Context: an optimization exercise on an open-source flow, tuned for small area and a short achievable clock period. The choices shown serve that exercise and are no tape-out recipe. At most, simulation tests tie the RTL to the original design; equivalence was not proved. No functional check of the RTL was part of run 2. In runs 3 to 6 the design's own scripts or RTL, not TritonCTS, make the clock network. The clock input has no modelled driver; a real chip could not lean on it and would need a root buffer or a full tree. Power and IR drop assume default switching activity.

==> flow/design.v <==
`timescale 1ns/10ps
module IOTDF( clk, rst, in_en, iot_in, fn_sel, busy, valid, iot_out);
input          clk;
input          rst;
input          in_en;
input  [7:0]   iot_in;
input  [2:0]   fn_sel;
output         busy;
output         valid;
output [127:0] iot_out;
reg  [127:0] x;         
reg  [127:0] y;         
reg  [2:0]   s3;        
reg          carry;     
reg          r;         
reg          ones;      
reg          copy_r;    
reg  [2:0]   fn;        
reg          valid_r;
reg  [3:0]   cnt;       
reg          have;      
reg  [2:0]   pos;       
reg          r0done;    
wire ph0  = (cnt == 4'd0);
wire ph15 = (cnt == 4'd15);
wire f_mma  = (fn == 3'b001) | (fn == 3'b010) | (fn == 3'b011);
wire f_avg  = (fn == 3'b011);
wire f_ext  = (fn == 3'b100);
wire f_exc  = (fn == 3'b101);
wire f_peak = (fn[2:1] == 2'b11);
wire f_less = (fn == 3'b010) | (fn == 3'b111);
wire [7:0] a = x[127:120];
wire [7:0] b = y[127:120];
wire r_prev = r;
wire [7:0] gk = a & ~b;
wire [7:0] pk = a | ~b;
wire g10 = gk[1] | (pk[1] & gk[0]), p10 = pk[1] & pk[0];
wire g32 = gk[3] | (pk[3] & gk[2]), p32 = pk[3] & pk[2];
wire g54 = gk[5] | (pk[5] & gk[4]), p54 = pk[5] & pk[4];
wire g76 = gk[7] | (pk[7] & gk[6]), p76 = pk[7] & pk[6];
wire g30 = g32 | (p32 & g10), p30 = p32 & p10;
wire g74 = g76 | (p76 & g54), p74 = p76 & p54;
wire g70 = g74 | (p74 & g30), p70 = p74 & p30;
wire r_next = f_less ^ (g70 | (p70 & (r_prev ^ f_less)));
wire ones_next = (a == 8'hFF) & ones;
wire better = r_next;
wire last   = (pos == 3'd7);
wire first  = (pos == 3'd0) & ~(f_peak & r0done);    
wire ge70   = a[7] | (a[6] & a[5] & a[4]);
wire ltAF   = ~a[7] | (~a[6] & (~a[5] | (~a[4] & ~(&a[3:0]))));
wire lt7F   = ~a[7] & ~(&a[6:0]);
wire geC0   = a[7] & a[6];
wire ext_ok = ge70 & (ltAF | ((a == 8'hAF) & ~ones));
wire exc_ok = lt7F | ((a == 8'h7F) & ~ones) | geC0;
wire copy_now = (f_ext & ext_ok) | (f_exc & exc_ok) | (~f_ext & ~f_exc & (first | better));
wire copy = (f_ext | f_exc) | (ph0 ? copy_now : copy_r);
wire emit = have & (((f_mma | (f_peak & ~r0done)) & last) |
                    ((f_ext | f_exc | (f_peak & r0done)) & copy_r));
wire       first_in = ~have | last;     
wire [3:0] low    = (s3 & {3{~first_in}}) + x[10:8];
wire [7:0] addend = {x[10:8] & {3{~ph15}}, x[7:3]};
wire [8:0] asum   = (y[7:0] & {8{~first}}) + addend + carry;
wire sel_a = f_avg;
wire sel_x = ~f_avg & copy;
wire sel_y = ~f_avg & ~copy;
wire [7:0] yin = (asum[7:0] & {8{sel_a}}) | (x[7:0] & {8{sel_x}}) | (y[7:0] & {8{sel_y}});
assign busy    = 1'b0;
assign valid   = valid_r;
assign iot_out = y;
always @(posedge clk) begin
	x <= {iot_in, x[127:8]};
	fn <= fn_sel;
	y <= {yin, y[127:8]};
	r <= ~ph0 & r_next;
	ones <= ph0 | ones_next;
	if (ph15) begin
		carry   <= low[3];
		s3      <= low[2:0];
	end
	else
		carry <= asum[8];
	if (ph0) begin
		copy_r <= copy_now;
	end
end
always @(posedge clk or posedge rst) begin
	if (rst) begin
		valid_r <= 1'b0;
		cnt     <= 4'd0;
		have    <= 1'b0;
		pos     <= 3'd0;
		r0done  <= 1'b0;
	end
	else begin
		valid_r <= ph15 & emit;
		if (in_en | have | ~ph0)
			cnt <= cnt + 4'd1;
		if (ph15) begin
			have <= in_en;
			if (have) begin
				pos <= pos + 3'd1;
				if (last)
					r0done <= 1'b1;
			end
		end
	end
end
endmodule
==> flow/flow/run.sh <==
#!/bin/bash
# The standard layout, with these changes:
#  - plain sky130_fd_sc_hd__buf_1 cells as the port buffers;
#  - timing repair aims at a period of 10 - SETUP_SLACK_MARGIN ns, and runs
#    after global routing only, once the clock tree has its final form.
set -euo pipefail
here=$(pwd)
export BUFFER_PORTS_ARGS="-buffer_cell sky130_fd_sc_hd__buf_1"
export POST_CTS_TCL="$here/flow/post_cts.tcl"
export SKIP_CTS_REPAIR_TIMING=1
export SETUP_SLACK_MARGIN=7.0
bash standard.sh > flow_standard.log 2>&1
==> flow/flow/post_cts.tcl <==
source [file join [file dirname [info script]] reroot.tcl]
reroot_clock_tree sky130_fd_sc_hd__clkbuf_16
detailed_placement
check_placement -verbose
==> flow/flow/reroot.tcl <==
proc inst_center {inst} {
  set bb [$inst getBBox]
  return [list [expr {([$bb xMin] + [$bb xMax]) / 2}] [expr {([$bb yMin] + [$bb yMax]) / 2}]]
}

proc is_clock_buffer {inst} {
  return [string match "sky130_fd_sc_hd__clkbuf_*" [[$inst getMaster] getName]]
}

# a cell whose outputs drive nothing: CTS adds such cells to balance loads
proc is_dummy_load {inst} {
  foreach it [$inst getITerms] {
    if {[$it getIoType] eq "OUTPUT" && [$it getNet] ne "NULL"} { return 0 }
  }
  return 1
}

proc reroot_clock_tree {root_cell} {
  set db [ord::get_db]
  set block [ord::get_db_block]
  set clknet [[$block findBTerm clk] getNet]
  set bufs {}
  set leaves {}
  set dummies {}
  set front {}
  foreach it [$clknet getITerms] { lappend front [$it getInst] }
  while {[llength $front] > 0} {
    set next {}
    foreach inst $front {
      if {![is_clock_buffer $inst]} {
        error "reroot: clock net drives [[$inst getMaster] getName] [$inst getName] outside the buffer tree"
      }
      set onet [[$inst findITerm X] getNet]
      if {$onet eq "NULL"} { lappend dummies $inst; continue }
      lappend bufs $inst
      set child_bufs {}
      set child_other 0
      foreach it [$onet getITerms] {
        if {[$it getIoType] ne "INPUT"} {
          if {[$it getInst] ne $inst} { error "reroot: net [$onet getName] has a second driver" }
          continue
        }
        set c [$it getInst]
        if {[is_dummy_load $c]} {
          lappend dummies $c
        } elseif {[is_clock_buffer $c]} {
          lappend child_bufs $c
        } else {
          incr child_other
        }
      }
      if {[llength $child_bufs] == 0} {
        lappend leaves $inst
      } else {
        if {$child_other > 0} { error "reroot: buffer [$inst getName] drives both buffers and sinks" }
        set next [concat $next $child_bufs]
      }
    }
    set front $next
  }
  set uppers {}
  foreach b $bufs { if {[lsearch -exact $leaves $b] < 0} { lappend uppers $b } }
  puts "reroot: [llength $leaves] leaves, [llength $uppers] upper buffers, [llength $dummies] dummy loads"
  if {[llength $leaves] < 2} { puts "reroot: nothing to do"; return }
  foreach d $dummies {
    foreach it [$d getITerms] { if {[$it getNet] ne "NULL"} { $it disconnect } }
    odb::dbInst_destroy $d
  }
  # four groups of leaves of (nearly) equal size: split at the median x, then
  # each half at its median y
  set keyed {}
  foreach l $leaves { lassign [inst_center $l] x y; lappend keyed [list $x $y $l] }
  set keyed [lsort -real -index 0 $keyed]
  set h [expr {[llength $keyed] / 2}]
  array set grp {}
  set q 0
  foreach half [list [lrange $keyed 0 [expr {$h - 1}]] [lrange $keyed $h end]] {
    set half [lsort -real -index 1 $half]
    set hh [expr {[llength $half] / 2}]
    foreach part [list [lrange $half 0 [expr {$hh - 1}]] [lrange $half $hh end]] {
      foreach e $part { lappend grp($q) [lindex $e 2] }
      incr q
    }
  }
  # remove the upper buffers and their output nets
  foreach u $uppers {
    set onet [[$u findITerm X] getNet]
    foreach it [$u getITerms] { if {[$it getNet] ne "NULL"} { $it disconnect } }
    odb::dbInst_destroy $u
    if {$onet ne "NULL" && $onet ne $clknet} { odb::dbNet_destroy $onet }
  }
  set master [$db findMaster $root_cell]
  foreach q [lsort [array names grp]] {
    set ls $grp($q)
    set sx 0; set sy 0
    foreach l $ls { lassign [inst_center $l] x y; set sx [expr {$sx + $x}]; set sy [expr {$sy + $y}] }
    set inst [odb::dbInst_create $block $master "clkroot_$q"]
    $inst setLocation [expr {$sx / [llength $ls]}] [expr {$sy / [llength $ls]}]
    $inst setPlacementStatus PLACED
    set net [odb::dbNet_create $block "clknet_root_$q"]
    $net setSigType CLOCK
    [$inst findITerm A] connect $clknet
    [$inst findITerm X] connect $net
    foreach l $ls { [$l findITerm A] disconnect; [$l findITerm A] connect $net }
    puts "reroot: root $q drives [llength $ls] leaves"
  }
}
==> flow/standard.sh <==
#!/bin/bash
# synth_recipe.tcl (not shown) runs the flow's synth.tcl, then flattens the netlist and writes it again
# the make line also repeats each setting of config.mk as NAME=value (left out here)
make -C /OpenROAD-flow-scripts/flow DESIGN_CONFIG=/design/flow/config.mk WORK_HOME=/design/flow/orfs CLKGATE_MAP_FILE= SYNTH_SCRIPT=/design/flow/synth_recipe.tcl "${@:-finish}"
==> flow/config.mk <==
export PLATFORM = sky130hd
export DESIGN_NAME = IOTDF
export DESIGN_NICKNAME = IOTDF
export VERILOG_FILES = /design/flow/design.v
export SDC_FILE = /design/flow/constraint.sdc
export NUM_CORES = 4
export LEC_CHECK = 0
export ABC_AREA = 0
export CAP_MARGIN = 20
export CORE_MARGIN = 2
export CORE_UTILIZATION = 65
export CTS_BUF_LIST = sky130_fd_sc_hd__clkbuf_8
export CTS_CLUSTER_DIAMETER = 60
export CTS_CLUSTER_SIZE = 18
export PLACE_DENSITY = 0.75
export SLEW_MARGIN = 20
==> flow/constraint.sdc <==
create_clock -name core_clock -period 10.0 [get_ports {clk}]
set_input_delay 2.0000 -clock core_clock [delete_from_list [all_inputs] [get_ports {clk}]]
set_output_delay 2.0000 -clock core_clock [all_outputs]
set_load 0.01 [all_outputs]
==> impl_metrics.csv, run 1 <==
group,metric,value,unit
global_route,grt_overflow,0,
worst_hold_path,hp-start,"x[58]",
global_route,use_met3,5.84,%
cells_and_area,antennaDiodeCount,0,
worst_setup_path,r2r-start,"pos[0]",
placement,place.gp.congestion,0.883,
cts,cts_sinks,276,
floorplan,num_rows,37,
worst_setup_path,crit_chain,"buf_1",
yosys,synth_cell_types,50,
yosys,synth-warning-count,1,
worst_setup_path,r2r_end,"y[126]",
sta,setup_tns,0,ns
cts,path_clk_slew,0.11,ns
global_route,use_met1,27.3,%
worst_setup_path,cp-start-kind,"flop",
yosys,synth_area_per_cell,15.0,um^2
worst_setup_path,crit_arrival,0.94,ns
sta,rsz0062_at_grt,"false",
placement,port_buffers,142,
placement,hpwl,8720,um
global_route,grt_first_pass_wirelength,19300,um
yosys,yosys_register_bits,276,
worst_hold_path,hp-class,"flop to flop",
placement,dp.cells,737,
floorplan,die_width,107,um
power_and_ir_drop,p_per_area,350,mW/mm^2
yosys,synth_edf_count,3,
route,wl_per_cell,16.4,um
power_and_ir_drop,max-vdd-ir-drop,0.281,mV
worst_setup_path,cp.required,8.00,ns
cells_and_area,fin_area,0.00796,mm^2
sta,finalClockSkew,0.0404,ns
yosys,seq_area_frac_synth,81.1,%
worst_setup_path,r2r_slack,7.24,ns
yosys,synth_cells,461,
worst_setup_path,slowest_delay,0.46,ns
worst_setup_path,cp_slowest_cell,"dfxtp_1",
run_status,status,"complete, no violations",
global_route,grt_pass1_vias,3864,
yosys,ys.flop_type,"dfxtp_1",
power_and_ir_drop,finalPower,2.79,mW
sta,max-slew-margin-rel,57.9,%
route,vias_per_cell,5.01,
worst_setup_path,cp_top_family,"flip-flops",
worst_setup_path,worstSetupEndpointType,"output port",
cells_and_area,nets,658,
cells_and_area,final_common_cell,"dfxtp_1",
sta,whs,0.288,ns
route,first_pass_iters,5,
floorplan,die_h,107,um
route,wl,12500,um
sta,clock.fmax,340,MHz
worst_setup_path,worst-path-buf-inv,1,
route,drt_iter0_markers,178,
yosys,synthArstFlopShare,3.62,%
route,antenna_left,0,
cells_and_area,syn2layout_area_growth,15.0,%
worst_setup_path,path_max_fanout,4,
worst_hold_path,holdPathStages,0,
cells_and_area,mostFrequentLayoutCells,"dfxtp_1, buf_1, inv_1, nand2_1, clkbuf_8",
floorplan,num_io_pins,144,
sta,min_period_over_period,29.4,%
route,dr_total_vias,3804,
global_route,antenna_found_initial,0,
global_route,grt_max_degree,19,
cells_and_area,fillers,645,
sta,hold_violations,0,
placement,placed_cell_area,0.00761,mm^2
cells_and_area,final_cells,760,
flow_run,cap_violations,0,
cts,insertion_delay,0.29,ns
route,drcViolationCount,0,
global_route,met2_usage,37.7,%
sta,slew_violations,0,
yosys,syn-cell-area,0.00692,mm^2
sta,finalCriticalPeriod,2.94,ns
floorplan,core,0.0103,mm^2
power_and_ir_drop,p_leak,3.31,nW
sta,worstMarginPinSlew,0.631,ns
cells_and_area,drive_above_1_share,6.57,%
worst_setup_path,setup.worst_path.class,"flop to output port",
yosys,syn_nets,493,
worst_hold_path,hold_end,"x[50]",
floorplan,start_util,67.0,%
global_route,grt_util_all_layers,22.1,%
floorplan,die-area,0.0115,mm^2
worst_setup_path,ff2ff_path_depth,13,
global_route,busiest_layer,"met2",
sta,setup_violations,0,
[area by class of cell, clock buffers not listed]
type                    count  area (um^2)  share of cell area, %
flip-flops and latches    276         5610                   70.5
multi-input cells         160         1210                   15.3
repair buffers            145          556                   6.98
well taps                 136          170                   2.14
plain buffers               4          100                   1.26
inverters                  23         86.3                   1.09
[per-layer routing]
metal | vias up | wire, um | part of all wire (%)
met5 | - | 0 | 0
met4 | 0 | 289 | 2.3
li1 | 1845 | - | -
met3 | 29 | 947 | 7.6
met2 | 155 | 6150 | 49
met1 | 1775 | 5100 | 41
[flip-flops by register name, summed over array words and instances (netlist names)]
register,cells
x,128
valid_r,1
cnt,4
carry,1
fn,3
r0done,1
r,1
y,128
s3,3
ones,1
copy_r,1
have,1
pos,3
[stage by stage]
stage                     setup WS [ns]  util, %
after floorplan                    7.34        -
after global placement             7.22     73.7
after detailed placement           7.13     73.7
after global routing               7.01     77.1
final                              7.06     77.1
[how the worst max path moves through the flow]
| stage | start | endpoint | slack [ns] | depth (start not counted) |
|---|---|---|---|---|
| 3_5_place_dp | pos[0] | y[126] | 7.13 | 13 |
| 3_3_place_gp | pos[0] | y[126] | 7.22 | 13 |
| 6_report | y[127] | iot_out[127] | 7.06 | 1 |
| 2_1_floorplan | in_en | cnt[2] | 7.34 | 2 |
| 5_1_grt | pos[0] | y[126] | 7.01 | 13 |
[kinds of logic (layout without fill, tap and decap cells)]
family          after synthesis  in the layout  synth area share [%]
xor+xnor                     12             12                  1.52
fa+ha+maj                    18             18                  3.58
other cells                   1              1                0.0542
compound gates               57             57                  6.04
flops                       276            276                  81.1
simple gates                 66             66                  5.17
mux                           6              6                  1.16
buf+inv                      25            188                  1.41
[power breakdown]
| part | switching [mW] | internal, mW | leakage [nW] |
|---|---|---|---|
| Combinational | 0.414 | 0.259 | 0.770 |
| Sequential | 0.184 | 1.42 | 2.37 |
| Clock | 0.293 | 0.217 | 0.164 |
| Total | 0.891 | 1.90 | 3.31 |
[cell usage after synthesis (3+ instances only)]
master | number | area, um^2
inv_2 | 4 | 15.0
and2_1 | 13 | 81.3
dfrtp_1 | 10 | 250
nand2_1 | 18 | 67.6
nor2b_1 | 6 | 37.5
inv_1 | 19 | 71.3
a21oi_1 | 5 | 25.0
o21ai_1 | 6 | 30.0
dfxtp_1 | 263 | 5270
edfxtp_1 | 3 | 90.1
xor2_1 | 5 | 43.8
a31oi_1 | 8 | 50.1
a22oi_1 | 9 | 67.6
ha_1 | 15 | 188
xnor2_1 | 7 | 61.3
nor2_1 | 9 | 33.8
nand3_1 | 5 | 25.0
fa_1 | 3 | 60.1
a211oi_1 | 3 | 22.5
nor3_1 | 4 | 20.0
o21ai_0 | 11 | 55.1
==> inputs of run 2 (changes only) <==
--- a/flow/design.v
+++ b/flow/design.v
@@ -20,6 +20,7 @@
 reg  [3:0]   cnt;       
 reg          have;      
 reg  [2:0]   pos;       
+reg          first_r;   
 reg          r0done;    
 wire ph0  = (cnt == 4'd0);
 wire ph15 = (cnt == 4'd15);
@@ -45,7 +46,7 @@
 wire ones_next = (a == 8'hFF) & ones;
 wire better = r_next;
 wire last   = (pos == 3'd7);
-wire first  = (pos == 3'd0) & ~(f_peak & r0done);    
+wire first  = first_r;
 wire ge70   = a[7] | (a[6] & a[5] & a[4]);
 wire ltAF   = ~a[7] | (~a[6] & (~a[5] | (~a[4] & ~(&a[3:0]))));
 wire lt7F   = ~a[7] & ~(&a[6:0]);
@@ -74,6 +75,7 @@
 	r <= ~ph0 & r_next;
 	ones <= ph0 | ones_next;
 	if (ph15) begin
+		first_r <= have ? (last & ~f_peak) : ((pos == 3'd0) & ~(f_peak & r0done));
 		carry   <= low[3];
 		s3      <= low[2:0];
 	end
--- a/flow/flow/run.sh
+++ b/flow/flow/run.sh
@@ -8,5 +8,5 @@
 export BUFFER_PORTS_ARGS="-buffer_cell sky130_fd_sc_hd__buf_1"
 export POST_CTS_TCL="$here/flow/post_cts.tcl"
 export SKIP_CTS_REPAIR_TIMING=1
-export SETUP_SLACK_MARGIN=7.0
+export SETUP_SLACK_MARGIN=7.1
 bash standard.sh > flow_standard.log 2>&1
==> run 2 against run 1 <==
Still clean. Sequential power about the same. Via count down 0.89%. Clock power down 2%. Sequential share of layout area up 0.33 points. Highest routed layer unchanged.
==> impl_metrics.csv, run 2 <==
group,metric,value,unit
run_status,status,"complete, no violations",
placement,hpwl,8330,um
cells_and_area,syn2layout_area_growth,14.6,%
power_and_ir_drop,finalPower,2.66,mW
worst_setup_path,setup.worst_path.class,"flop to output port",
worst_setup_path,worst-path-buf-inv,1,
worst_hold_path,hp-class,"flop to flop",
yosys,yosys_register_bits,277,
cells_and_area,final_common_cell,"dfxtp_1",
placement,place.gp.congestion,0.944,
route,drt_iter0_markers,166,
worst_setup_path,cp-start-kind,"flop",
global_route,grt_max_degree,19,
placement,placed_cell_area,0.00764,mm^2
cells_and_area,fillers,683,
worst_setup_path,path_max_fanout,4,
sta,hold_violations,0,
cts,cts_sinks,277,
sta,min_period_over_period,29.0,%
power_and_ir_drop,p_int,1.85,mW
power_and_ir_drop,p_per_area,334,mW/mm^2
cells_and_area,nets,660,
sta,finalCriticalPeriod,2.90,ns
cells_and_area,fin_area,0.00797,mm^2
yosys,synth_cells,469,
global_route,antenna_found_initial,0,
route,wl_per_cell,15.2,um
sta,rsz0062_at_grt,"true",
cells_and_area,multi_input_area,0.00122,mm^2
cells_and_area,register_area,0.00565,mm^2
yosys,syn-cell-area,0.00696,mm^2
power_and_ir_drop,p_sw_share,30.5,%
cells_and_area,final_cells,762,
route,antenna_left,0,
floorplan,start_util,67.1,%
floorplan,die-area,0.0115,mm^2
worst_setup_path,cp.required,8.00,ns
power_and_ir_drop,max-vdd-ir-drop,0.270,mV
sta,slew_violations,0,
yosys,synthTopCellsByArea,"dfxtp_1, dfrtp_1, ha_1",
global_route,grt_overflow,0,
yosys,synth_edf_count,4,
sta,max-slew-margin-rel,39.9,%
yosys,yosys.area.top_type,"dfxtp_1",
yosys,synth_commonest_cells,"dfxtp_1, inv_1, nand2_1, ha_1, nor2b_1",
cells_and_area,mostFrequentLayoutCells,"dfxtp_1, buf_1, inv_1, nand2_1, clkbuf_8",
sta,setup_violations,0,
yosys,yosysMostFrequentCell,"dfxtp_1",
worst_setup_path,crit_arrival,0.90,ns
yosys,ys.flop_type,"dfxtp_1",
worst_setup_path,r2r_slack,7.42,ns
global_route,grt_first_pass_wirelength,18100,um
power_and_ir_drop,switchingPower,0.812,mW
worst_setup_path,cp_top_family,"flip-flops",
power_and_ir_drop,p_leak,3.30,nW
floorplan,num_io_pins,144,
power_and_ir_drop,p_seq_share,59.8,%
route,vias_per_cell,4.95,
placement,dp.cells,742,
power_and_ir_drop,p_comb_share,21.4,%
cells_and_area,drive_above_1_share,6.55,%
global_route,grt_util_all_layers,20.3,%
power_and_ir_drop,clock_power_share,18.7,%
worst_setup_path,worstSetupEndpointType,"output port",
yosys,syn_nets,501,
cells_and_area,antennaDiodeCount,0,
worst_setup_path,cp_slowest_cell,"dfxtp_2",
route,first_pass_iters,4,
sta,finalClockSkew,0.0408,ns
placement,port_buffers,142,
floorplan,core,0.0104,mm^2
cells_and_area,largestRegisters,"x: 128 flops, y: 128 flops, cnt: 4 flops",
flow_run,cap_violations,0,
yosys,synthArstFlopShare,3.61,%
cts,path_clk_slew,0.10,ns
route,wl,11600,um
floorplan,die_h,107,um
sta,clock.fmax,345,MHz
global_route,grt_pass1_vias,3743,
yosys,seq_area_frac_synth,81.0,%
worst_setup_path,slowest_delay,0.42,ns
yosys,synth_area_per_cell,14.8,um^2
yosys,synth_cell_types,52,
cts,insertion_delay,0.29,ns
worst_setup_path,crit_chain,"buf_1",
yosys,synth_top_area_share,75.7,%
floorplan,num_rows,37,
yosys,synth-warning-count,1,
route,drcViolationCount,0,
floorplan,die_width,107,um
sta,whs,0.279,ns
route,dr_total_vias,3770,
sta,worstMarginPinSlew,0.899,ns
sta,setup_tns,0,ns
## run 2: cell families (layout without fill, tap and decap cells)
family / count (synthesis) / after routing / share of synthesized area, %
flops: 277 / 277 / 81.0
simple gates: 72 / 72 / 5.39
compound gates: 58 / 58 / 6.01
buf+inv: 26 / 183 / 1.47
fa+ha+maj: 18 / 18 / 3.56
xor+xnor: 11 / 11 / 1.38
mux: 6 / 6 / 1.15
other cells: 1 / 1 / 0.0539
## run 2: power by group through the flow
stage	clock [mW]	sequential [mW]	combinational, mW
floorplan	0	1.69	0.212
global placement	0	1.59	0.559
detailed placement	0	1.61	0.569
global route	0.552	1.63	0.629
finish	0.499	1.59	0.571
## run 2: metal layers
metal  global-route usage [%]  up-vias  wire length [um]
met5                        0        -                 0
met4                     6.23        0               210
met3                     4.72       21               736
met2                     34.9      144              5680
met1                     25.5     1761              4980
li1                         -     1844                 -
## run 2: final timing paths
path,to,start,depth (start not counted)
setup / recovery,iot_out[124],y[124],1
hold / removal,x[87],x[95],0
setup reg to reg,y[126],first_r,11
hold reg to reg,x[87],x[95],0
max in group asynchronous,valid_r,rst,2
min in group asynchronous,cnt[1],rst,2
## run 2: through the flow
stage / worst slack [ns] / util (%)
6_report: 7.10 / 76.9
5_1_grt: 7.06 / 76.9
3_5_place_dp: 7.23 / 73.7
3_3_place_gp: 7.24 / 73.7
2_1_floorplan: 7.34 / -
## run 2: area by class of cell, clock buffers not listed
cell class              instances  area share [%]
plain buffers                   4            1.26
inverters                      21           0.989
multi-input cells             166            15.3
flip-flops and latches        277            70.8
well taps                     136            2.13
repair buffers                142            6.72
==> inputs of run 3 (changes only) <==
--- a/flow/design.v
+++ b/flow/design.v
@@ -20,7 +20,6 @@
 reg  [3:0]   cnt;       
 reg          have;      
 reg  [2:0]   pos;       
-reg          first_r;   
 reg          r0done;    
 wire ph0  = (cnt == 4'd0);
 wire ph15 = (cnt == 4'd15);
@@ -46,7 +45,7 @@
 wire ones_next = (a == 8'hFF) & ones;
 wire better = r_next;
 wire last   = (pos == 3'd7);
-wire first  = first_r;
+wire first  = (pos == 3'd0) & ~(f_peak & r0done);    
 wire ge70   = a[7] | (a[6] & a[5] & a[4]);
 wire ltAF   = ~a[7] | (~a[6] & (~a[5] | (~a[4] & ~(&a[3:0]))));
 wire lt7F   = ~a[7] & ~(&a[6:0]);
@@ -75,7 +74,6 @@
 	r <= ~ph0 & r_next;
 	ones <= ph0 | ones_next;
 	if (ph15) begin
-		first_r <= have ? (last & ~f_peak) : ((pos == 3'd0) & ~(f_peak & r0done));
 		carry   <= low[3];
 		s3      <= low[2:0];
 	end
==> flow/flow/run.sh (replaced) <==
#!/bin/bash
# The standard layout, with these changes:
#  - plain sky130_fd_sc_hd__buf_1 cells as the port buffers;
#  - after CTS, the clock tree is rebuilt with four root buffers on the clock
#    port, each driving two leaf buffers (flow/rebuild.tcl);
#  - timing repair aims at a period of 10 - SETUP_SLACK_MARGIN ns, and runs
#    after global routing only, once the clock tree has its final form.
set -euo pipefail
here=$(pwd)
export BUFFER_PORTS_ARGS="-buffer_cell sky130_fd_sc_hd__buf_1"
export POST_CTS_TCL="$here/flow/post_cts.tcl"
export SKIP_CTS_REPAIR_TIMING=1
export SETUP_SLACK_MARGIN=7.2
bash standard.sh > flow_standard.log 2>&1
==> flow/flow/post_cts.tcl (replaced) <==
# Run by ORFS at the end of its CTS step (POST_CTS_TCL): replace the clock tree
# with a two-level one (flow/rebuild.tcl), then legalise the new cells.
source [file join [file dirname [info script]] rebuild.tcl]
rebuild_clock_tree 4 sky130_fd_sc_hd__clkbuf_8 2 sky130_fd_sc_hd__clkbuf_16
detailed_placement
check_placement -verbose
==> flow/flow/rebuild.tcl (new file) <==
proc inst_center {inst} {
  set bb [$inst getBBox]
  return [list [expr {([$bb xMin] + [$bb xMax]) / 2}] [expr {([$bb yMin] + [$bb yMax]) / 2}]]
}

# split a list of {x y item} into n groups (n a power of two), alternating cuts
proc split_groups {keyed n axis} {
  if {$n <= 1} { return [list $keyed] }
  set keyed [lsort -real -index $axis $keyed]
  set h [expr {[llength $keyed] / 2}]
  set a [lrange $keyed 0 [expr {$h - 1}]]
  set b [lrange $keyed $h end]
  set next [expr {1 - $axis}]
  return [concat [split_groups $a [expr {$n / 2}] $next] [split_groups $b [expr {$n / 2}] $next]]
}

proc centroid {keyed} {
  set sx 0; set sy 0
  foreach e $keyed { set sx [expr {$sx + [lindex $e 0]}]; set sy [expr {$sy + [lindex $e 1]}] }
  return [list [expr {$sx / [llength $keyed]}] [expr {$sy / [llength $keyed]}]]
}

proc place_buffer {block master name x y innet} {
  set inst [odb::dbInst_create $block $master $name]
  $inst setLocation [expr {int($x)}] [expr {int($y)}]
  $inst setPlacementStatus PLACED
  set net [odb::dbNet_create $block "${name}_net"]
  $net setSigType CLOCK
  [$inst findITerm A] connect $innet
  [$inst findITerm X] connect $net
  return $net
}

proc rebuild_clock_tree {nroots root_cell leaf_per_root leaf_cell} {
  set db [ord::get_db]
  set block [ord::get_db_block]
  set clknet [[$block findBTerm clk] getNet]
  # walk the tree: every cell on it is a buffer or inverter CTS added, or a sink
  set tree {}
  set sinks {}
  set front [list $clknet]
  while {[llength $front] > 0} {
    set next {}
    foreach net $front {
      foreach it [$net getITerms] {
        if {[$it getIoType] ne "INPUT"} continue
        set inst [$it getInst]
        set m [[$inst getMaster] getName]
        if {[string match "sky130_fd_sc_hd__clk*" $m] || [string match "sky130_fd_sc_hd__inv_*" $m] || [string match "sky130_fd_sc_hd__buf_*" $m]} {
          lappend tree $inst
          foreach o [$inst getITerms] {
            if {[$o getIoType] eq "OUTPUT" && [$o getNet] ne "NULL"} { lappend next [$o getNet] }
          }
        } else {
          lappend sinks $it
        }
      }
    }
    set front $next
  }
  puts "rebuild: [llength $tree] tree cells removed, [llength $sinks] sinks"
  foreach inst $tree {
    set nets {}
    foreach o [$inst getITerms] {
      if {[$o getIoType] eq "OUTPUT" && [$o getNet] ne "NULL"} { lappend nets [$o getNet] }
    }
    foreach o [$inst getITerms] { if {[$o getNet] ne "NULL"} { $o disconnect } }
    odb::dbInst_destroy $inst
    foreach n $nets { if {$n ne $clknet} { odb::dbNet_destroy $n } }
  }
  set keyed {}
  foreach it $sinks {
    lassign [inst_center [$it getInst]] x y
    lappend keyed [list $x $y $it]
    if {[$it getNet] ne "NULL"} { $it disconnect }
  }
  set rmaster [$db findMaster $root_cell]
  set lmaster [$db findMaster $leaf_cell]
  set r 0
  foreach g [split_groups $keyed $nroots 0] {
    lassign [centroid $g] x y
    set rnet [place_buffer $block $rmaster "clkroot_$r" $x $y $clknet]
    if {$leaf_per_root <= 1} {
      foreach e $g { [lindex $e 2] connect $rnet }
      puts "rebuild: root $r drives [llength $g] sinks"
    } else {
      set l 0
      foreach lg [split_groups $g $leaf_per_root [expr {$nroots == 2 ? 1 : 0}]] {
        lassign [centroid $lg] lx ly
        set lnet [place_buffer $block $lmaster "clkleaf_${r}_$l" $lx $ly $rnet]
        foreach e $lg { [lindex $e 2] connect $lnet }
        incr l
      }
      puts "rebuild: root $r drives $l leaves, [llength $g] sinks"
    }
    incr r
  }
}
removed: flow/flow/reroot.tcl
==> run 3 against run 2 <==
Core utilization increased by 8.9 points. Largest cell class unchanged. Critical endpoint is now iot_out[125]. Routed wire length rose by 29%. Combinational power up 79%. Critical path depth is the same. Critical path type unchanged.
==> impl_metrics.csv, run 3 <==
group,metric,value,unit
worst_hold_path,hp-start,"x[80]",
worst_setup_path,worstSetupEndpointType,"output port",
global_route,grt_pass1_vias,3806,
cts,insertion_delay,0.32,ns
yosys,yosysMostFrequentCell,"dfxtp_1",
worst_hold_path,holdPathStages,0,
floorplan,num_io_pins,144,
cts,cts_sinks,276,
floorplan,die_width,107,um
sta,rsz0062_at_grt,"true",
route,drcViolationCount,0,
sta,max-slew-margin-rel,54.4,%
cells_and_area,final_core_util,85.8,%
route,dr_total_vias,4018,
cells_and_area,nets,679,
global_route,grt_overflow,0,
sta,setup_violations,0,
placement,hpwl,8720,um
yosys,synthArstFlopShare,3.62,%
global_route,grt_first_pass_wirelength,18900,um
cells_and_area,mostFrequentLayoutCells,"dfxtp_1, dfxtp_2, buf_6, clkbuf_2, buf_4",
worst_setup_path,crit_arrival,0.84,ns
sta,clock.fmax,352,MHz
route,vias_per_cell,5.14,
worst_setup_path,cp.required,8.00,ns
yosys,yosys_register_bits,276,
cells_and_area,multi_input_area,0.00122,mm^2
yosys,yosys.area.top_type,"dfxtp_1",
cells_and_area,syn2layout_area_growth,28.1,%
worst_setup_path,worst-path-buf-inv,1,
floorplan,core,0.0103,mm^2
route,antenna_left,0,
cells_and_area,antennaDiodeCount,0,
route,first_pass_iters,4,
worst_setup_path,r2r_end,"y[127]",
yosys,synth_cell_types,50,
sta,finalClockSkew,0.0170,ns
yosys,syn-cell-area,0.00692,mm^2
yosys,synth_edf_count,3,
placement,place.gp.congestion,0.883,
cells_and_area,fin_area,0.00886,mm^2
floorplan,die_h,107,um
route,drt_iter0_markers,226,
sta,slew_violations,0,
placement,port_buffers,142,
floorplan,die-area,0.0115,mm^2
power_and_ir_drop,p_leak,3.92,nW
placement,placed_cell_area,0.00761,mm^2
worst_setup_path,cp-start-kind,"flop",
sta,worstMarginPinSlew,0.684,ns
yosys,synthTopCellsByArea,"dfxtp_1, dfrtp_1, ha_1",
worst_setup_path,r2r-start,"pos[0]",
yosys,seq_area_frac_synth,81.1,%
yosys,synth_area_per_cell,15.0,um^2
worst_setup_path,crit_chain,"buf_6",
worst_hold_path,hold_end,"x[72]",
global_route,antenna_found_initial,0,
yosys,ys.flop_type,"dfxtp_1",
sta,whs,0.329,ns
sta,setup_tns,0,ns
yosys,synth-warning-count,1,
worst_setup_path,cp_top_family,"flip-flops",
cells_and_area,largestRegisters,"x: 128 flops, y: 128 flops, cnt: 4 flops",
worst_setup_path,cp_slowest_cell,"dfxtp_4",
power_and_ir_drop,max-vdd-ir-drop,0.280,mV
worst_setup_path,slowest_delay,0.41,ns
sta,min_period_over_period,28.4,%
cells_and_area,drive_above_1_share,49.3,%
yosys,synth_cells,461,
worst_hold_path,hp-class,"flop to flop",
worst_setup_path,path_max_fanout,4,
yosys,synth_top_area_share,76.1,%
sta,hold_violations,0,
cts,path_clk_slew,0.12,ns
route,wl_per_cell,19.1,um
power_and_ir_drop,p_per_area,360,mW/mm^2
route,wl,15000,um
yosys,synth_commonest_cells,"dfxtp_1, inv_1, nand2_1, ha_1, and2_1",
worst_setup_path,r2r_slack,7.20,ns
cells_and_area,register_area,0.00579,mm^2
cells_and_area,final_common_cell,"dfxtp_1",
global_route,grt_util_all_layers,21.5,%
global_route,grt_max_degree,36,
worst_setup_path,setup.worst_path.class,"flop to output port",
sta,finalCriticalPeriod,2.84,ns
floorplan,num_rows,37,
yosys,syn_nets,493,
flow_run,cap_violations,0,
cells_and_area,fillers,463,
worst_setup_path,ff2ff_path_depth,12,
worst_setup_path,worst-path-stages,1,
run_status,status,"complete, no violations",
floorplan,start_util,67.0,%
==> run 3: cell count changes after synthesis, moves of 3 or more <==
| cell | before | now |
|---|---|---|
| a21oi_1 | 8 | 5 |
| nor2b_1 | 14 | 6 |
| and2_1 | 8 | 13 |
| inv_2 | 1 | 4 |
| nor2_1 | 13 | 9 |
| a22oi_1 | 5 | 9 |
==> run 3: layout make-up <==
class / count / area share [%]
Buffer: 12 / 2.88
Inverter: 23 / 0.975
Sequential cell: 276 / 65.3
Multi-Input combinational cell: 160 / 13.8
Timing Repair Buffer: 174 / 15.1
Tap cell: 136 / 1.92
==> run 3: kinds of logic after synthesis <==
| logic type | synth area share [%] |
|---|---|
| xor gates and xnor gates | 1.52 |
| AOI/OAI and AO/OA | 6.04 |
| buffers and inverters | 1.41 |
| DFF | 81.1 |
| adders and majority gates | 3.58 |
| and+or+nand+nor | 5.17 |
| muxes | 1.16 |
| other | 0.0542 |
==> run 3: worst max-delay path by stage <==
stage	start	end	slack, ns
2_1_floorplan	in_en	cnt[2]	7.34
3_3_place_gp	pos[0]	y[126]	7.22
3_5_place_dp	pos[0]	y[126]	7.13
5_1_grt	pos[0]	y[127]	7.01
6_report	y[125]	iot_out[125]	7.16
==> run 3: metal layers <==
metal | wire length, um | part of all wire [%] | vias to the layer above | track usage (%)
met5 | 0 | 0 | - | 0
met4 | 361 | 2.4 | 0 | 7.14
met3 | 797 | 5.3 | 33 | 4.98
met2 | 8110 | 54 | 156 | 36.8
met1 | 5680 | 38 | 1950 | 26.9
li1 | - | - | 1879 | -
==> run 3: through the flow <==
stage	cells	worst slack (ns)	total power, mW
detailed placement	737	7.13	2.29
finish	781	7.16	3.18
global placement	737	7.22	2.26
global route	781	7.01	3.32
floorplan	461	7.34	1.97
==> run 3: power by group <==
part	internal [mW]	switching, mW
registers	1.48	0.216
clock network	0.184	0.282
logic	0.539	0.481
==> inputs of run 4 (changes only) <==
--- a/flow/flow/run.sh
+++ b/flow/flow/run.sh
@@ -10,5 +10,5 @@
 export BUFFER_PORTS_ARGS="-buffer_cell sky130_fd_sc_hd__buf_1"
 export POST_CTS_TCL="$here/flow/post_cts.tcl"
 export SKIP_CTS_REPAIR_TIMING=1
-export SETUP_SLACK_MARGIN=7.2
+export SETUP_SLACK_MARGIN=7.1
 bash standard.sh > flow_standard.log 2>&1
==> run 4 against run 3 <==
Sequential share of layout area rose by 5.5 points. Global-route usage did not move. Clock power fell by 2%. Core utilization fell by 8.7 points. Worst hold slack got worse by 0.00067 ns. Synthesized area did not move. Sequential power fell by 5%. Critical path type unchanged.
==> impl_metrics.csv, run 4 <==
group,metric,value,unit
run_status,status,"complete, no violations",
yosys,synth_xor_area_share,1.52,%
global_route,use_met1,26.9,%
worst_setup_path,path_max_fanout,4,
worst_setup_path,cp.required,8.00,ns
cells_and_area,final_cells,754,
worst_setup_path,cp-start-kind,"flop",
yosys,synth_top_family_by_area,"compound AO/OA/AOI/OAI gates",
yosys,ys.flop_type,"dfxtp_1",
floorplan,core,0.0103,mm^2
yosys,syn-cell-area,0.00692,mm^2
worst_setup_path,r2r_slack,7.30,ns
sta,rsz0062_at_grt,"false",
global_route,grt_util_all_layers,21.5,%
placement,placed_cell_area,0.00761,mm^2
cts,cts_sinks,276,
placement,dpl_worst_slack,7.13,ns
sta,whs,0.329,ns
worst_setup_path,cp_top_family,"flip-flops",
floorplan,num_rows,37,
route,first_pass_iters,4,
power_and_ir_drop,p_per_area,347,mW/mm^2
sta,worstMarginPinSlew,0.662,ns
yosys,synth_cells,461,
sta,min_period_over_period,28.7,%
global_route,grt_overflow,0,
yosys,synth-warning-count,1,
floorplan,die_width,107,um
sta,hold_violations,0,
cells_and_area,fillers,638,
worst_setup_path,ff2ff_path_depth,13,
global_route,met2_usage,36.8,%
yosys,yosys-mux-area-fraction,1.16,%
cells_and_area,mostFrequentLayoutCells,"dfxtp_1, buf_1, inv_1, nand2_1, ha_1",
route,wl_per_cell,16.2,um
worst_hold_path,hp-class,"flop to flop",
yosys,synth_commonest_cells,"dfxtp_1, inv_1, nand2_1, ha_1, and2_1",
cells_and_area,nets,652,
sta,slew_violations,0,
placement,place.gp.congestion,0.883,
power_and_ir_drop,finalPower,2.76,mW
placement,hpwl,8720,um
sta,fin_ws,7.13,ns
yosys,synth_edf_count,3,
worst_setup_path,slowest_delay,0.41,ns
yosys,synthTopCellsByArea,"dfxtp_1, dfrtp_1, ha_1",
cts,insertion_delay,0.31,ns
power_and_ir_drop,p_leak,3.32,nW
yosys,synth_top_area_share,76.1,%
global_route,grt_max_degree,36,
cts,path_clk_slew,0.11,ns
global_route,busiest_layer,"met2",
route,vias_per_cell,4.99,
cells_and_area,syn2layout_area_growth,15.1,%
sta,finalClockSkew,0.0119,ns
yosys,synth_cell_types,50,
worst_setup_path,worstSetupEndpointType,"output port",
worst_setup_path,crit_chain,"clkbuf_2",
worst_setup_path,cp_slowest_cell,"dfxtp_4",
global_route,antenna_found_initial,0,
sta,setup_violations,0,
yosys,yosys.area.top_type,"dfxtp_1",
route,drcViolationCount,0,
yosys,yosys_register_bits,276,
yosys,synthArstFlopShare,3.62,%
worst_hold_path,hold_end,"x[72]",
sta,clock.fmax,349,MHz
worst_setup_path,r2r-start,"pos[1]",
yosys,synth_area_per_cell,15.0,um^2
yosys,seq_area_frac_synth,81.1,%
worst_setup_path,crit_arrival,0.87,ns
floorplan,start_util,67.0,%
worst_hold_path,hp-start,"x[80]",
floorplan,die_h,107,um
cells_and_area,fin_area,0.00796,mm^2
route,wl,12200,um
worst_setup_path,setup.worst_path.class,"flop to output port",
placement,dp.cells,737,
global_route,grt_first_pass_wirelength,18900,um
route,drt_iter0_markers,143,
cells_and_area,largestRegisters,"x: 128 flops, y: 128 flops, cnt: 4 flops",
global_route,use_met3,4.98,%
power_and_ir_drop,max-vdd-ir-drop,0.255,mV
global_route,grt_pass1_vias,3806,
cells_and_area,final_core_util,77.1,%
cells_and_area,final_common_cell,"dfxtp_1",
worst_setup_path,worst-path-stages,1,
placement,port_buffers,142,
floorplan,num_io_pins,144,
cells_and_area,antennaDiodeCount,0,
floorplan,die-area,0.0115,mm^2
worst_hold_path,holdPathStages,0,
yosys,synth_compound_area_share,6.04,%
cells_and_area,drive_above_1_share,9.87,%
worst_setup_path,r2r_end,"y[127]",
sta,setup_tns,0,ns
yosys,yosysMostFrequentCell,"dfxtp_1",
route,antenna_left,0,
yosys,syn_nets,493,
worst_setup_path,worst-path-buf-inv,1,
route,dr_total_vias,3766,
flow_run,cap_violations,0,
sta,max-slew-margin-rel,55.8,%
yosys,synthSimpleGateAreaFrac,5.17,%
sta,finalCriticalPeriod,2.87,ns
yosys,synthAdderAreaFrac,3.58,%
-- run 4: cell type report --
| class | count | area (um^2) | share of cell area [%] |
|---|---|---|---|
| well taps | 136 | 170 | 2.14 |
| inverters | 23 | 86.3 | 1.09 |
| flip-flops and latches | 276 | 5630 | 70.8 |
| multi-input cells | 160 | 1220 | 15.3 |
| plain buffers | 12 | 255 | 3.21 |
| repair buffers | 147 | 593 | 7.45 |
-- run 4: cell families (layout without fill, tap and decap cells) --
logic type / after synthesis / count (layout)
compound gates: 57 / 57
xor+xnor: 12 / 12
fa+ha+maj: 18 / 18
buf+inv: 25 / 182
flops: 276 / 276
mux: 6 / 6
other cells: 1 / 1
simple gates: 66 / 66
-- run 4: where the power goes --
group	switching [mW]	internal, mW	total [mW]	leakage (nW)
clock network	0.274	0.184	0.457	0.127
registers	0.186	1.43	1.61	2.37
logic	0.414	0.275	0.689	0.820
total	0.874	1.89	2.76	3.32
-- run 4: layer usage --
layer  vias to the layer above  routed length, um
met4                         0                272
met5                         -                  0
li1                       1830                  -
met2                       148               5970
met3                        27                837
met1                      1761               5110
-- run 4: worst max-delay path by stage --
| stage | end | start |
|---|---|---|
| 6_report | iot_out[124] | y[124] |
| 5_1_grt | iot_out[3] | y[3] |
| 3_5_place_dp | y[126] | pos[0] |
| 3_3_place_gp | y[126] | pos[0] |
| 2_1_floorplan | cnt[2] | in_en |
==> inputs of run 5 (changes only) <==
--- a/flow/config.mk
+++ b/flow/config.mk
@@ -12,5 +12,5 @@
 export CTS_BUF_LIST = sky130_fd_sc_hd__clkbuf_8
 export CTS_CLUSTER_DIAMETER = 60
 export CTS_CLUSTER_SIZE = 18
-export PLACE_DENSITY = 0.75
+export PLACE_DENSITY = 0.6
 export SLEW_MARGIN = 20
==> run 5 against run 4 <==
Synthesized cell count stayed put. Clock power hardly changed. Maximum frequency is 0.33% lower. Core utilization is 0.15 points lower. Clock skew is 0.00087 ns lower. Final cell count stayed put. Routed wire length is 6.3% lower. Largest cell class unchanged. Largest power group unchanged. Highest routed layer unchanged.
==> impl_metrics.csv, run 5 <==
group,metric,value,unit
sta,finalCriticalPeriod,2.88,ns
placement,port_buffers,142,
worst_setup_path,worst-path-buf-inv,1,
yosys,synthArstFlopShare,3.62,%
yosys,syn_nets,493,
global_route,grt_overflow,0,
placement,place.gp.congestion,0.881,
worst_hold_path,hold_end,"x[6]",
sta,clock.fmax,348,MHz
sta,finalClockSkew,0.0110,ns
cells_and_area,fillers,648,
cells_and_area,multi_input_area,0.00122,mm^2
yosys,synth_top_family_by_area,"compound AO/OA/AOI/OAI gates",
worst_setup_path,setup.worst_path.class,"flop to output port",
worst_setup_path,r2r_end,"y[126]",
global_route,antenna_found_initial,0,
cells_and_area,syn2layout_area_growth,14.8,%
placement,hpwl,8020,um
yosys,synth-warning-count,1,
yosys,yosys.area.top_type,"dfxtp_1",
yosys,synthAdderAreaFrac,3.58,%
route,dr_total_vias,3724,
floorplan,die-area,0.0115,mm^2
cts,cts_sinks,276,
sta,slew_violations,0,
global_route,grt_pass1_vias,3621,
worst_setup_path,worst-path-stages,1,
placement,placed_cell_area,0.00761,mm^2
sta,setup_violations,0,
sta,min_period_over_period,28.8,%
floorplan,core,0.0103,mm^2
route,antenna_left,0,
global_route,grt_util_all_layers,20.1,%
cts,path_clk_slew,0.12,ns
worst_setup_path,ff2ff_path_depth,13,
yosys,synth_area_per_cell,15.0,um^2
sta,hold_violations,0,
sta,worstMarginPinSlew,1.09,ns
cells_and_area,mostFrequentLayoutCells,"dfxtp_1, buf_1, inv_1, nand2_1, ha_1",
floorplan,num_rows,37,
cells_and_area,nets,652,
yosys,syn-cell-area,0.00692,mm^2
route,drcViolationCount,0,
worst_hold_path,holdPathStages,0,
route,first_pass_iters,5,
yosys,yosysMostFrequentCell,"dfxtp_1",
floorplan,die_width,107,um
yosys,yosys-mux-area-fraction,1.16,%
yosys,synth_xor_area_share,1.52,%
worst_setup_path,cp.required,8.00,ns
flow_run,cap_violations,0,
cells_and_area,antennaDiodeCount,0,
worst_setup_path,worstSetupEndpointType,"output port",
yosys,synthTopCellsByArea,"dfxtp_1, dfrtp_1, ha_1",
worst_hold_path,hp-class,"flop to flop",
yosys,synth_top_area_share,76.1,%
yosys,synth_compound_area_share,6.04,%
worst_setup_path,cp_slowest_cell,"dfxtp_2",
yosys,seq_area_frac_synth,81.1,%
yosys,synth_edf_count,3,
sta,setup_tns,0,ns
route,wl,11400,um
power_and_ir_drop,p_per_area,346,mW/mm^2
power_and_ir_drop,p_leak,3.31,nW
worst_setup_path,cp_top_family,"flip-flops",
worst_setup_path,slowest_delay,0.41,ns
worst_setup_path,path_max_fanout,4,
worst_setup_path,cp-start-kind,"flop",
run_status,status,"complete, no violations",
floorplan,start_util,67.0,%
cells_and_area,drive_above_1_share,8.90,%
yosys,yosys_register_bits,276,
yosys,synth_commonest_cells,"dfxtp_1, inv_1, nand2_1, ha_1, and2_1",
cells_and_area,fin_area,0.00794,mm^2
route,vias_per_cell,4.94,
worst_setup_path,crit_arrival,0.88,ns
power_and_ir_drop,max-vdd-ir-drop,0.288,mV
yosys,ys.flop_type,"dfxtp_1",
cts,insertion_delay,0.31,ns
worst_setup_path,crit_chain,"clkbuf_2",
worst_hold_path,hp-start,"x[14]",
global_route,grt_first_pass_wirelength,17700,um
sta,rsz0062_at_grt,"false",
cells_and_area,final_common_cell,"dfxtp_1",
floorplan,num_io_pins,144,
global_route,grt_max_degree,36,
cells_and_area,largestRegisters,"x: 128 flops, y: 128 flops, cnt: 4 flops",
floorplan,die_h,107,um
sta,max-slew-margin-rel,27.2,%
yosys,synth_cells,461,
route,drt_iter0_markers,155,
yosys,synth_cell_types,50,
worst_setup_path,r2r_slack,7.31,ns
cells_and_area,register_area,0.00563,mm^2
worst_setup_path,r2r-start,"pos[1]",
route,wl_per_cell,15.1,um
yosys,synthSimpleGateAreaFrac,5.17,%
## run 5: cells by family after synthesis
group | count (synthesis)
other | 1
and+or+nand+nor | 66
adders and majority gates | 18
buffers and inverters | 25
xor gates and xnor gates | 12
DFF | 276
AOI/OAI and AO/OA | 57
muxes | 6
## run 5: final cells by class
class,count,area share [%]
inverters,23,1.09
flip-flops and latches,276,70.9
plain buffers,12,3.21
well taps,136,2.14
multi-input cells,160,15.3
repair buffers,147,7.33
## run 5: how the worst max path moves through the flow
stage                 from           end  slack [ns]
floorplan            in_en        cnt[2]        7.34
global placement     in_en        cnt[2]        7.24
detailed placement  pos[0]        y[126]        7.20
global route         y[89]   iot_out[89]        7.10
finish              y[126]  iot_out[126]        7.12
## run 5: stage by stage
stage          power [mW]  utilization, %  hold WS (ns)  setup slack (ns)  std cells
3_3_place_gp         2.25            73.7         0.310              7.24        737
2_1_floorplan        1.97               -         0.310              7.34        461
5_1_grt              2.90            76.9         0.334              7.10        754
3_5_place_dp         2.27            73.7         0.312              7.20        737
6_report             2.75            76.9         0.328              7.12        754
## run 5: routing by layer
layer	track usage (%)	vias to the layer above	part of all wire, %
li1	-	1825	-
met1	25.9	1744	43
met2	33.1	137	48
met3	5.17	18	6.9
met4	6.59	0	2.0
met5	0	-	0
## run 5: power breakdown
| part | total, mW | internal (mW) | switching, mW | leakage, nW |
|---|---|---|---|---|
| clock network | 0.459 | 0.184 | 0.275 | 0.127 |
| logic | 0.683 | 0.272 | 0.411 | 0.806 |
| registers | 1.61 | 1.43 | 0.178 | 2.37 |
| total | 2.75 | 1.88 | 0.864 | 3.31 |
==> inputs of run 6 (changes only) <==
--- a/flow/config.mk
+++ b/flow/config.mk
@@ -8,9 +8,9 @@
 export ABC_AREA = 0
 export CAP_MARGIN = 20
 export CORE_MARGIN = 2
-export CORE_UTILIZATION = 65
+export CORE_UTILIZATION = 55
 export CTS_BUF_LIST = sky130_fd_sc_hd__clkbuf_8
 export CTS_CLUSTER_DIAMETER = 60
 export CTS_CLUSTER_SIZE = 18
-export PLACE_DENSITY = 0.6
+export PLACE_DENSITY = 0.7
 export SLEW_MARGIN = 20
==> run 6 against run 5 <==
Clock skew rose by 0.0028 ns. Critical path type unchanged. Synthesized area did not move. Still clean. Clock power barely moved. Highest routed layer unchanged.
==> impl_metrics.csv, run 6 <==
group,metric,value,unit
cells_and_area,drive_above_1_share,8.29,%
sta,slew_violations,0,
power_and_ir_drop,p_leak,3.29,nW
cells_and_area,final_cells,783,
sta,worstMarginPinSlew,1.03,ns
floorplan,num_rows,40,
route,wl,11200,um
yosys,syn_nets,493,
sta,clock.fmax,348,MHz
worst_setup_path,worstSetupEndpointType,"output port",
worst_setup_path,slowest_delay,0.40,ns
cts,insertion_delay,0.32,ns
floorplan,die_h,116,um
route,dr_total_vias,3699,
route,drcViolationCount,0,
flow_run,cap_violations,0,
global_route,grt_util_all_layers,16.4,%
yosys,ys.flop_type,"dfxtp_1",
floorplan,die_width,116,um
sta,hold_violations,0,
route,first_pass_iters,4,
floorplan,core,0.0122,mm^2
worst_setup_path,cp_slowest_cell,"dfxtp_2",
route,vias_per_cell,4.72,
cts,cts_sinks,276,
yosys,synth_area_per_cell,15.0,um^2
cells_and_area,final_common_cell,"dfxtp_1",
cts,path_clk_slew,0.12,ns
floorplan,die-area,0.0135,mm^2
placement,hpwl,8270,um
cells_and_area,nets,649,
worst_hold_path,hp-class,"flop to flop",
yosys,synth-warning-count,1,
route,wl_per_cell,14.2,um
power_and_ir_drop,max-vdd-ir-drop,0.222,mV
yosys,synth_commonest_cells,"dfxtp_1, inv_1, nand2_1, ha_1, and2_1",
sta,max-slew-margin-rel,31.2,%
sta,setup_violations,0,
sta,min_period_over_period,28.7,%
worst_setup_path,worst-path-buf-inv,1,
worst_setup_path,crit_chain,"buf_1",
global_route,grt_overflow,0,
placement,place.gp.congestion,0.862,
yosys,yosys.area.top_type,"dfxtp_1",
floorplan,num_io_pins,144,
cells_and_area,largestRegisters,"x: 128 flops, y: 128 flops, cnt: 4 flops",
sta,finalCriticalPeriod,2.87,ns
floorplan,start_util,56.9,%
sta,setup_tns,0,ns
yosys,synth_edf_count,3,
yosys,synthArstFlopShare,3.62,%
worst_setup_path,crit_arrival,0.87,ns
run_status,status,"complete, no violations",
global_route,grt_first_pass_wirelength,17000,um
worst_setup_path,cp_top_family,"flip-flops",
worst_setup_path,setup.worst_path.class,"flop to output port",
placement,port_buffers,142,
worst_setup_path,cp-start-kind,"flop",
yosys,yosys_register_bits,276,
placement,dp.cells,769,
cells_and_area,fillers,945,
cells_and_area,antennaDiodeCount,0,
yosys,seq_area_frac_synth,81.1,%
cells_and_area,register_area,0.00564,mm^2
power_and_ir_drop,p_per_area,343,mW/mm^2
worst_setup_path,cp.required,8.00,ns
cells_and_area,multi_input_area,0.00121,mm^2
global_route,grt_pass1_vias,3560,
route,antenna_left,0,
power_and_ir_drop,finalPower,2.73,mW
global_route,grt_max_degree,36,
cells_and_area,mostFrequentLayoutCells,"dfxtp_1, buf_1, inv_1, nand2_1, ha_1",
cells_and_area,syn2layout_area_growth,15.1,%
sta,finalClockSkew,0.0138,ns
yosys,synth_cell_types,50,
route,drt_iter0_markers,165,
worst_setup_path,path_max_fanout,4,
worst_setup_path,worst-path-stages,1,
yosys,synthTopCellsByArea,"dfxtp_1, dfrtp_1, ha_1",
global_route,antenna_found_initial,0,
yosys,syn-cell-area,0.00692,mm^2
worst_setup_path,ff2ff_path_depth,14,
yosys,synth_cells,461,
yosys,synth_top_area_share,76.1,%
yosys,yosysMostFrequentCell,"dfxtp_1",
worst_hold_path,holdPathStages,0,
sta,rsz0062_at_grt,"true",
run 6: cell counts after synthesis:
No cell type changed its count.
run 6: cell families (layout without fill, tap and decap cells):
| kind of cell | count (synthesis) | count (layout) | share of synthesized area [%] |
|---|---|---|---|
| xor+xnor | 12 | 12 | 1.52 |
| simple gates | 66 | 66 | 5.17 |
| compound gates | 57 | 57 | 6.04 |
| mux | 6 | 6 | 1.16 |
| fa+ha+maj | 18 | 18 | 3.58 |
| buf+inv | 25 | 179 | 1.41 |
| flops | 276 | 276 | 81.1 |
| other cells | 1 | 1 | 0.0542 |
run 6: where the power goes:
part           switching, mW  total, mW  internal (mW)  leakage, nW
combinational          0.406      0.667          0.261        0.786
sequential             0.179       1.61           1.43         2.37
clock                  0.272      0.456          0.184        0.127
run 6: layout make-up:
class	count	share of cell area, %
inverter	23	1.08
timing repair buffer	144	6.99
multi-input combinational	160	15.2
buffer	12	3.21
sequential	276	70.8
tap	168	2.64
run 6: worst reg2reg max path, cell delays in order, from the launching register on:
cell	delay, ns
dfrtp_1	0.42
inv_1	0.06
ha_1	0.19
nand3b_1	0.08
buf_4	0.16
nand2_1	0.08
fa_1	0.41
fa_1	0.43
nor2b_1	0.14
o21ai_1	0.07
nand2b_1	0.13
a21o_1	0.13
a21oi_1	0.07
xor2_1	0.14
a22oi_1	0.19
run 6: per-layer routing:
| metal | share of wire, % | track usage (%) | vias to the layer above |
|---|---|---|---|
| li1 | - | - | 1822 |
| met1 | 44 | 21.3 | 1748 |
| met2 | 49 | 28.0 | 122 |
| met3 | 5.9 | 3.06 | 7 |
| met4 | 1.1 | 5.00 | 0 |
| met5 | 0 | 0 | - |
run 6: worst paths after layout:
path / end / start / slack [ns]
min: x[26] / x[34] / 0.33
min reg2reg: x[26] / x[34] / 0.33
max in group asynchronous: cnt[3] / rst / 8.09
max: iot_out[121] / y[121] / 7.13
max reg2reg: y[126] / pos[0] / 7.22
min in group asynchronous: have / rst / 1.62
run 6: stage by stage:
step / setup WS [ns] / util, % / hold slack (ns) / area [um^2]
after global routing: 7.06 / 65.5 / 0.337 / 7960
final: 7.13 / 65.5 / 0.329 / 7960
after floorplan: 7.34 / - / 0.310 / 6920
after global placement: 7.25 / 62.9 / 0.310 / 7650
after detailed placement: 7.16 / 62.9 / 0.312 / 7650

-- re-timing with driven ports --
No port has a modelled driver above. Below, the same layouts with a new extraction and two added sets of constraints. Step 1 sets driving cells, clkbuf_16 on the clock port and buf_2 on the other inputs (assumed; they add their load-dependent delay and slew). Step 2 also shifts input and output timing later by t, the mid clock arrival at the registers, as if the neighbouring blocks saw the same clock. a / b / c = no drivers / after step 1 / after step 2; a / b = the first two.
run	shift t [ns]	setup WS [ns]	hold WS [ns]	latest minus earliest clock arrival (ns)	worst register clock-pin slew, ns
run 1	0.364	7.056 / 6.968 / 7.241	0.288 / 0.288 / 0.288	0.055 / 0.054	0.11 / 0.11
run 2	0.354	7.100 / 7.019 / 7.265	0.279 / 0.279 / 0.279	0.049 / 0.049	0.10 / 0.10
run 3	0.381	7.156 / 7.088 / 7.201	0.329 / 0.329 / 0.329	0.020 / 0.020	0.12 / 0.12
run 4	0.375	7.134 / 7.067 / 7.236	0.329 / 0.329 / 0.329	0.014 / 0.014	0.11 / 0.11
run 5	0.377	7.125 / 7.058 / 7.231	0.328 / 0.328 / 0.328	0.014 / 0.014	0.12 / 0.12
run 6	0.374	7.127 / 7.061 / 7.220	0.329 / 0.329 / 0.329	0.020 / 0.020	0.12 / 0.12
After both steps every run listed still meets setup and hold.
